From an optimization exercise on the open Yosys and OpenROAD flow, aimed at small area and a short achievable clock period; shortcuts taken in it are not production practice. In this exercise RTL edits were held to simulation tests only and were not proved equivalent to the original. No activity file was given, so power comes from the tool's default toggle rates.

try-maple:
// risc6_core
module risc6_core (
    input clk,
    input rst,
    input [31:0] instr,
    output reg [31:0] pc,
    output reg [31:0] R0, R1, R2, R3,
    output [31:0] R4, R5, R6, R7,
    output reg halt
);
Size: about 1,500 cells after synthesis, about 320 I/O pins.
export LEC_CHECK = 0
export ABC_AREA = 0
export CAP_MARGIN = 20
export CORE_MARGIN = 2
export CORE_UTILIZATION = 55
export SETUP_SLACK_MARGIN = 3.2
export SLEW_MARGIN = 20
export SYNTH_HIERARCHICAL = 1
create_clock -name core_clock -period 6.0 [get_ports {clk}]
standard.sh (not shown) runs the stock make flow with config.mk's settings and CLKGATE_MAP_FILE= SYNTH_SCRIPT=/design/flow/synth_recipe.tcl, a recipe that flattens the netlist after the stock synthesis.
==> flow/flow/run.sh <==
#!/bin/bash
# Standard layout, with plain buffers (not delay cells) on the ports.
set -e
cp standard.sh standard_sh_copy.log
export BUFFER_PORTS_ARGS="-buffer_cell sky130_fd_sc_hd__buf_1"
bash standard.sh > standard.log 2>&1
The final layout from try-maple, which completed every stage, passed the timing, design-rule and antenna checks at the end of the flow.
The inputs of try-pepper differ from those of try-maple as listed below.
- swapping 3.2 for 3.5 in SETUP_SLACK_MARGIN
Notes after the runs:
- try-maple → try-pepper: slew at the pin with the worst max-slew slack moved up; overall power after layout now sits higher.
- Layout net count: try-pepper > try-maple
- try-pepper: flow completed, timing, DRC and antenna clean
--- input diff try-pepper..try-onyx ---
- SETUP_SLACK_MARGIN now 3.2, was 3.5
- CORE_UTILIZATION now 65, was 55
- PLACE_DENSITY now 0.72, previously not set
==> flow/flow/run.sh <==
#!/bin/bash
# Standard layout, with plain buffers (not delay cells) on the ports, and
# a clock tree with larger sink clusters and no dummy loads.
set -e
export BUFFER_PORTS_ARGS="-buffer_cell sky130_fd_sc_hd__buf_1"
export CTS_ARGS="-sink_clustering_enable -repair_clock_nets -dont_use_dummy_load -sink_clustering_size 30 -sink_clustering_max_diameter 120"
bash standard.sh > standard.log 2>&1
Results
try-onyx against try-pepper; static leakage power is down by more than 10%.
Sequential power across try-onyx and try-pepper: no real change.
STATUS first-pass GRT wire length: try-onyx wins against try-pepper
try-onyx did not stop at any stage, and its layout met the timing, design-rule and antenna checks.
Relative contribution of the clock network to total power in try-onyx is 9.4 points lower than in try-pepper
Total via count in the routed design on try-onyx is ahead of try-pepper.
For cell area, dividing the value from try-pepper by the value from try-onyx gives 1.16.
Taking try-pepper as the reference, in try-onyx combinational fraction of design power went up 0.9 points, die area saw a decrease, routed wire length now sits lower, post-route non-filler standard cell count went down, count of H-tree levels built during CTS shows no meaningful change.
Relative to try-onyx, the following input files were edited for try-delta:
- swapping 65 for 55 in CORE_UTILIZATION
- clearing PLACE_DENSITY, which used to be 0.72
==> flow/flow/run.sh <==
#!/bin/bash
# Standard layout, with plain buffers (not delay cells) on the ports and
# no dummy loads in the clock tree.
set -e
export BUFFER_PORTS_ARGS="-buffer_cell sky130_fd_sc_hd__buf_1"
export CTS_ARGS="-sink_clustering_enable -repair_clock_nets -dont_use_dummy_load"
bash standard.sh > standard.log 2>&1
==> comparison <==
Going from try-onyx to try-delta, number of standard cells in the final layout excluding fillers grows by about 1.6%.
try-onyx has a higher post-layout utilization of the core than try-delta.
try-delta | stages: all done | timing, DRC, antenna: all pass
[try-delta] sequential share of layout area fell 0.78 points relative to try-onyx
Register-to-register path setup slack (lower): try-onyx
Setup slack: try-delta more than try-onyx
try-delta against try-onyx; horizontal die dimension is up by a little under 10%.

---

ember:
Starting RTL as in the previous note.
// risc6_core
module risc6_core (
    input clk,
    input rst,
    input [31:0] instr,
    output reg [31:0] pc,
    output reg [31:0] R0, R1, R2, R3,
    output [31:0] R4, R5, R6, R7,
    output reg halt
);
    assign R4 = 32'd0;
    assign R5 = 32'd0;
    assign R6 = 32'd0;
    assign R7 = 32'd0;
    wire [5:0] op = instr[31:26];
    wire       lo = (op[5:3] == 3'd0);
    reg        ir_we;       
    reg [1:0]  ir_rd;
    reg        ir_ldi;
    reg        ir_andn;     
    reg        ir_orn;      
    reg        ir_xcls;     
    reg        ir_arith;    
    reg        ir_sub;
    reg [3:0]  ir_sa, ir_sa_h;    
    reg [3:0]  ir_sb, ir_sb_h;    
    reg [19:0] ir_imm;      
    always @(posedge clk or posedge rst) begin
        if (rst)
            ir_we <= 1'b0;
        else
            ir_we <= lo && (op[2:1] != 2'b11);
    end
    always @(posedge clk) begin
        ir_rd    <= instr[25:24];
        ir_ldi   <= (op[2:0] == 3'd0);
  ...
==> flow/config.mk <==
export PLATFORM = sky130hd
export DESIGN_NAME = risc6_core
export DESIGN_NICKNAME = risc6_core
export VERILOG_FILES = /design/flow/design.v
export SDC_FILE = /design/flow/constraint.sdc
export NUM_CORES = 4
export LEC_CHECK = 0
export ABC_AREA = 0
export CAP_MARGIN = 20
export CORE_MARGIN = 2
export CORE_UTILIZATION = 55
export SETUP_SLACK_MARGIN = 3.0
export SLEW_MARGIN = 20
export SYNTH_HIERARCHICAL = 1
==> flow/constraint.sdc <==
create_clock -name core_clock -period 6.0 [get_ports {clk}]
set_input_delay 1.2000 -clock core_clock [delete_from_list [all_inputs] [get_ports {clk}]]
set_output_delay 1.2000 -clock core_clock [all_outputs]
set_load 0.01 [all_outputs]
==> flow/flow/run.sh <==
#!/bin/bash
# Standard layout, with plain buffers (not delay cells) on the ports.
set -e
cp standard.sh standard_sh_copy.log
export BUFFER_PORTS_ARGS="-buffer_cell sky130_fd_sc_hd__buf_1"
bash standard.sh > standard.log 2>&1
Relative to ember, the following input files were edited for xenon:
==> flow/flow/run.sh <==
#!/bin/bash
# Standard layout, with plain buffers (not delay cells) on the ports, and
# a clock tree with larger sink clusters and no dummy loads.
set -e
export BUFFER_PORTS_ARGS="-buffer_cell sky130_fd_sc_hd__buf_1"
export CTS_ARGS="-sink_clustering_enable -repair_clock_nets -dont_use_dummy_load -sink_clustering_size 30 -sink_clustering_max_diameter 120"
bash standard.sh > standard.log 2>&1
Results
- Count of clock-buffer cells in the layout (higher): ember
- Against ember, xenon reports a share of power burned in combinational logic that is higher.
- For the transition time at the pin with the least slew margin, xenon came in 0.074 ns lower than ember did.
- ember -> xenon: data arrival time of the critical path flat
- Looking at count of vias placed by the detailed router across both flows, xenon is the stronger of the two, with ember trailing.
- In xenon, cell area after layout is lower than in ember.
- Comparing xenon and ember, the higher filler cell count in the final layout was measured on xenon.
- Taking ember as the reference, in xenon worst setup slack lost 0.037 ns; fmax saw a decrease.
Input-level comparison between lagoon and xenon:
# xenon
export LEC_CHECK = 0
export ABC_AREA = 0
export CAP_MARGIN = 20
export CORE_MARGIN = 2
export CORE_UTILIZATION = 55
export SETUP_SLACK_MARGIN = 3.0
export SLEW_MARGIN = 20
export SYNTH_HIERARCHICAL = 1
create_clock -name core_clock -period 6.0 [get_ports {clk}]
# lagoon
export LEC_CHECK = 0
export ABC_AREA = 0
export CAP_MARGIN = 20
export CORE_MARGIN = 2
export CORE_UTILIZATION = 55
export SETUP_SLACK_MARGIN = 3.2
export SLEW_MARGIN = 20
export SYNTH_HIERARCHICAL = 1
create_clock -name core_clock -period 6.0 [get_ports {clk}]
Findings:
- Every stage of the flow completed for lagoon, and the final layout passed the timing, design-rule and antenna checks.
- xenon has higher number of vias per cell than lagoon.
- Of xenon and lagoon, the lower sequential group share of total power belongs to lagoon.
- Going from xenon to lagoon, combined flip-flop and latch cell area closely matched the old numbers, routed length on met3 went down 8.9%, share of the core filled with cells in the final layout went up by 1.2 points, routed metal-1 wire length moved up.
- lagoon ends up with a ratio of final minimum period to clock period that is 0.91 points lower than in xenon.
- Re post-detailed-routing wire length: lagoon is about 0.66% up on xenon.
- Comparing xenon and lagoon, the higher via count is on xenon.

---

## lane 1
Another version of the RTL of risc6_core (not shown whole).
Size in the first run: roughly 1500 cells after synthesis, about 320 I/O pins.
export LEC_CHECK = 0
export ABC_AREA = 0
export CAP_MARGIN = 20
export CORE_MARGIN = 2
export CORE_UTILIZATION = 55
export SETUP_SLACK_MARGIN = 3.25
export SLEW_MARGIN = 20
export SYNTH_HIERARCHICAL = 1
create_clock -name core_clock -period 6.0 [get_ports {clk}]
==> flow/flow/run.sh <==
#!/bin/bash
# Standard layout, with plain buffers (not delay cells) on the ports, and
# a clock tree with larger sink clusters and no dummy loads.
set -e
export BUFFER_PORTS_ARGS="-buffer_cell sky130_fd_sc_hd__buf_1"
export CTS_ARGS="-sink_clustering_enable -repair_clock_nets -dont_use_dummy_load -sink_clustering_size 30 -sink_clustering_max_diameter 120"
bash standard.sh > standard.log 2>&1
Changes in lane 2 relative to lane 1:
- swapping 55 for 65 in CORE_UTILIZATION
- putting PLACE_DENSITY at 0.72 where nothing was set
- swapping 3.25 for 3.2 in SETUP_SLACK_MARGIN
## What came out
The final reports for lane 2 and lane 1 show effective utilization at floorplan higher in the former. Reported for lane 2 and lane 1, count of hold-fix buffers inserted at cts turned out identical to the last digit. Of lane 2 and lane 1, the higher via count belongs to lane 2. For lane 2, the worst setup path startpoint was ir_sb[2], unlike lane 1, where it was ir_sb[0]. Per the comparison of lane 2 with lane 1, hold slack fell by 4.7 ps, sequential share of layout area shows no meaningful change, fmax lost 5.0%, total power went up by 0.98%. In the flow results for lane 2 and lane 1, the routed length on met1 is smaller on lane 2. As far as internal power is concerned, lane 1 and lane 2 perform about the same.
> inputs changed (lane 2 -> lane 3)
- CORE_UTILIZATION: 65 -> 55
- PLACE_DENSITY: 0.72 -> unset
- TNS_END_PERCENT: unset -> 0
==> summary.txt <==
Between lane 3 and lane 2, the number of instances in the synthesized netlist does not differ in any meaningful way.
Relative to lane 2, post-route met1 wirelength increased by 8.9% in lane 3.
The x dimension of the die of lane 3 exceeds that of lane 2 by 12 um.
Lane 3: routing usage on met1 is 5.5 points lower than what lane 2 reported.
Max HPWL reported at the end of detailed placement across lane 2 and lane 3: lane 3
As of lane 3, leakage power had fallen slightly compared to lane 2.
After detailed routing, lane 2 needs less wire than lane 3.
Lane 3 has worst hold slack above what lane 2 had.
Input changes introduced in lane 4 (baseline for comparison: lane 3):
- clearing TNS_END_PERCENT, which used to be 0
==> flow/flow/run.sh <==
#!/bin/bash
# Standard layout, with plain buffers (not delay cells) on the ports, and
# a clock tree with larger sink clusters and no dummy loads.
set -e
export BUFFER_PORTS_ARGS="-buffer_cell sky130_fd_sc_hd__buf_1"
export CTS_ARGS="-sink_clustering_enable -repair_clock_nets -dont_use_dummy_load -sink_clustering_size 24 -sink_clustering_max_diameter 100"
bash standard.sh > standard.log 2>&1
- Lane 4: PASS, flow complete, no timing, DRC or antenna violations
- Compare lane 4 and lane 3 | global-route wire length before repair lower: lane 4
- Routed wire length improves in lane 4 relative to lane 3.
- Lane 4: tightest slew margin relative to the limit is 2.4 points higher than what lane 3 reported.
- Diff lane 3..lane 4 | setup TNS after final layout | unchanged
- Diff lane 3..lane 4 | total power | negligible
- Hold slack: higher on lane 3
- Lane 4 — share of the clock period used by the worst path 1.9 points lower, lane 3 as reference

---

Starting RTL as in the previous note.
==> flow/config.mk <==
export PLATFORM = sky130hd
export DESIGN_NAME = risc6_core
export DESIGN_NICKNAME = risc6_core
export VERILOG_FILES = /design/flow/design.v
export SDC_FILE = /design/flow/constraint.sdc
export NUM_CORES = 4
export LEC_CHECK = 0
export ABC_AREA = 0
export CAP_MARGIN = 20
export CORE_MARGIN = 2
export CORE_UTILIZATION = 55
export SETUP_SLACK_MARGIN = 3.1
export SLEW_MARGIN = 20
export SYNTH_HIERARCHICAL = 1
==> flow/constraint.sdc <==
create_clock -name core_clock -period 6.0 [get_ports {clk}]
set_input_delay 1.2000 -clock core_clock [delete_from_list [all_inputs] [get_ports {clk}]]
set_output_delay 1.2000 -clock core_clock [all_outputs]
set_load 0.01 [all_outputs]
==> flow/flow/run.sh <==
#!/bin/bash
# Standard layout, with plain buffers (not delay cells) on the ports, and
# a clock tree with larger sink clusters and no dummy loads.
set -e
export BUFFER_PORTS_ARGS="-buffer_cell sky130_fd_sc_hd__buf_1"
export CTS_ARGS="-sink_clustering_enable -repair_clock_nets -dont_use_dummy_load -sink_clustering_size 30 -sink_clustering_max_diameter 120"
bash standard.sh > standard.log 2>&1
The baseline finished clean.
Next try:
Settings changed: SETUP_SLACK_MARGIN 3.1 to 3.35.
Register-to-register slack gains 97 ps.
Maximum frequency goes up by 3.6%.
Via count rises by 0.92%.
Synthesized cell count is unchanged.
Total power climbs by 5.0%.
Worst setup slack improves by 97 ps.
Wire length increases by 0.32%.
Non-clock buffer count grows by 8.
Final area grows by 5.5%.
Sequential share of layout area shrinks by 1.7 points.
Utilization went up by 3.5 points.
Next try:
Settings changed: SETUP_SLACK_MARGIN 3.35 to 3.2.
Outcome: The new run finished clean. Worst setup slack is about the same. Wire length came out lower by 3.4%. Power is lower by 3.3%. Flip-flop and latch count stays the same. Cell count shrinks by about 0.4%. Combinational power shrinks by about 7%.
Next try:
==> flow/flow/run.sh (replaced) <==
#!/bin/bash
# Standard layout, with plain buffers (not delay cells) on the ports, and
# a clock tree with larger sink clusters and no dummy loads.
set -e
export BUFFER_PORTS_ARGS="-buffer_cell sky130_fd_sc_hd__buf_1"
export CTS_ARGS="-sink_clustering_enable -repair_clock_nets -dont_use_dummy_load -sink_clustering_size 36 -sink_clustering_max_diameter 150"
bash standard.sh > standard.log 2>&1
Clock skew is unchanged.
Worst hold slack does not change.
Non-clock buffer count is unchanged.

---

Setup of orange:
risc6_core, a different RTL version from the one above (not shown whole).
Size in the first run: roughly 320 I/O pins.
## risc6_core
module risc6_core (
    input clk,
    input rst,
    input [31:0] instr,
    output reg [31:0] pc,
    output reg [31:0] R0, R1, R2, R3,
    output [31:0] R4, R5, R6, R7,
    output reg halt
);
clock: 6.0 ns
lec_check: 0
abc_area: 0
cap_margin: 20
core_margin: 2
core_utilization: 55
setup_slack_margin: 3.5
slew_margin: 20
synth_hierarchical: 1
==> flow/flow/run.sh <==
#!/bin/bash
# Standard layout, with plain buffers (not delay cells) on the ports.
set -e
cp standard.sh standard_sh_copy.log
export BUFFER_PORTS_ARGS="-buffer_cell sky130_fd_sc_hd__buf_1"
bash standard.sh > standard.log 2>&1
#### Input delta (purple over orange)
- changing CORE_UTILIZATION from 55 to 40
==> flow/run.sh (new file) <==
#!/bin/bash
# synth_recipe.tcl (not shown) runs the flow's synth.tcl, then flattens the netlist and writes it again
# the make line also repeats each setting of config.mk as NAME=value (left out here)
make -C /OpenROAD-flow-scripts/flow DESIGN_CONFIG=/design/flow/config.mk WORK_HOME=/design/flow/orfs CLKGATE_MAP_FILE= SYNTH_SCRIPT=/design/flow/synth_recipe.tcl finish
removed: flow/flow/run.sh
removed: flow/standard.sh
Notes after the runs:
purple has completed all stages; timing, DRC and antenna checks passed.
[purple vs orange] global-route usage: lower in purple
Changes observed in purple relative to orange: power per unit of standard cell area now sits lower, non-filler instance count after layout increased by 9.7% relative to the old numbers, worst setup slack moved down, transition time at the pin with the least slew margin comparable, sequential share of cell area fell by 3.4 points.
purple vs orange, power went up by 0.52 mW.
On number of rows in the core area: between purple and orange, it ends up lower for orange.
Taking purple over orange, the non-clock buffer count ratio works out to 1.3.
Going from orange to purple, the wire length was found to have gone up by 7.4%.
purple falls short of orange in via count.

==> re-timing with driven ports <==
The flow's constraints put no driver on any port. The routed layouts listed below were extracted and timed again, unchanged, in two steps.
Step 1 assumes that a clkbuf_16 drives the clock port and a buf_2 every other input.
Step 2 moves the port delays by t, midway between the first and last clock arrival at a register: inputs arrive t later, outputs are due t later. That takes back most of the time a late clock gives input paths.
a / b / c = no drivers / after step 1 / after step 2; a / b = the first two.
run	shift t [ns]	slack for setup (ns)	worst setup path after step 2	latest minus earliest clock arrival (ns)	slew at the worst register clock pin (ns)
try-maple	0.581	3.240 / 3.240 / 3.240	input to register	0.014 / 0.014	0.06 / 0.06
try-pepper	0.584	3.271 / 3.271 / 3.271	register to register	0.009 / 0.008	0.07 / 0.07
try-onyx	0.506	3.219 / 3.219 / 3.219	register to register	0.059 / 0.059	0.11 / 0.11
try-delta	0.558	3.262 / 3.262 / 3.247	input to register	0.046 / 0.046	0.06 / 0.06
ember	0.573	3.178 / 3.178 / 3.178	register to register	0.011 / 0.011	0.06 / 0.06
xenon	0.521	3.141 / 3.141 / 3.141	register to register	0.019 / 0.020	0.12 / 0.12
lagoon	0.517	3.196 / 3.196 / 3.196	register to register	0.012 / 0.012	0.11 / 0.11
lane 1	0.476	3.342 / 3.342 / 3.223	input to register	0.033 / 0.033	0.08 / 0.08
lane 2	0.480	3.203 / 3.203 / 3.197	input to register	0.031 / 0.032	0.08 / 0.08
lane 3	0.471	3.208 / 3.208 / 3.208	register to register	0.032 / 0.032	0.09 / 0.09
lane 4	0.475	3.319 / 3.319 / 3.230	input to register	0.029 / 0.029	0.08 / 0.08
the first run of note 4	0.475	3.219 / 3.219 / 3.219	register to register	0.040 / 0.040	0.09 / 0.09
the second run of note 4	0.478	3.317 / 3.317 / 3.284	input to register	0.030 / 0.030	0.08 / 0.08
the third run of note 4	0.475	3.319 / 3.319 / 3.230	input to register	0.029 / 0.029	0.08 / 0.08
the fourth run of note 4	0.475	3.319 / 3.319 / 3.230	input to register	0.029 / 0.029	0.08 / 0.08
orange	0.485	3.201 / 3.201 / 3.201	register to register	0.020 / 0.020	0.09 / 0.09
purple	0.492	3.143 / 3.143 / 3.143	register to register	0.013 / 0.012	0.08 / 0.08
After both steps every run listed still meets setup and hold. The setup slack of lane 1, which loses most, moves by 0.000 ns with the drivers and by -0.119 ns with both steps.
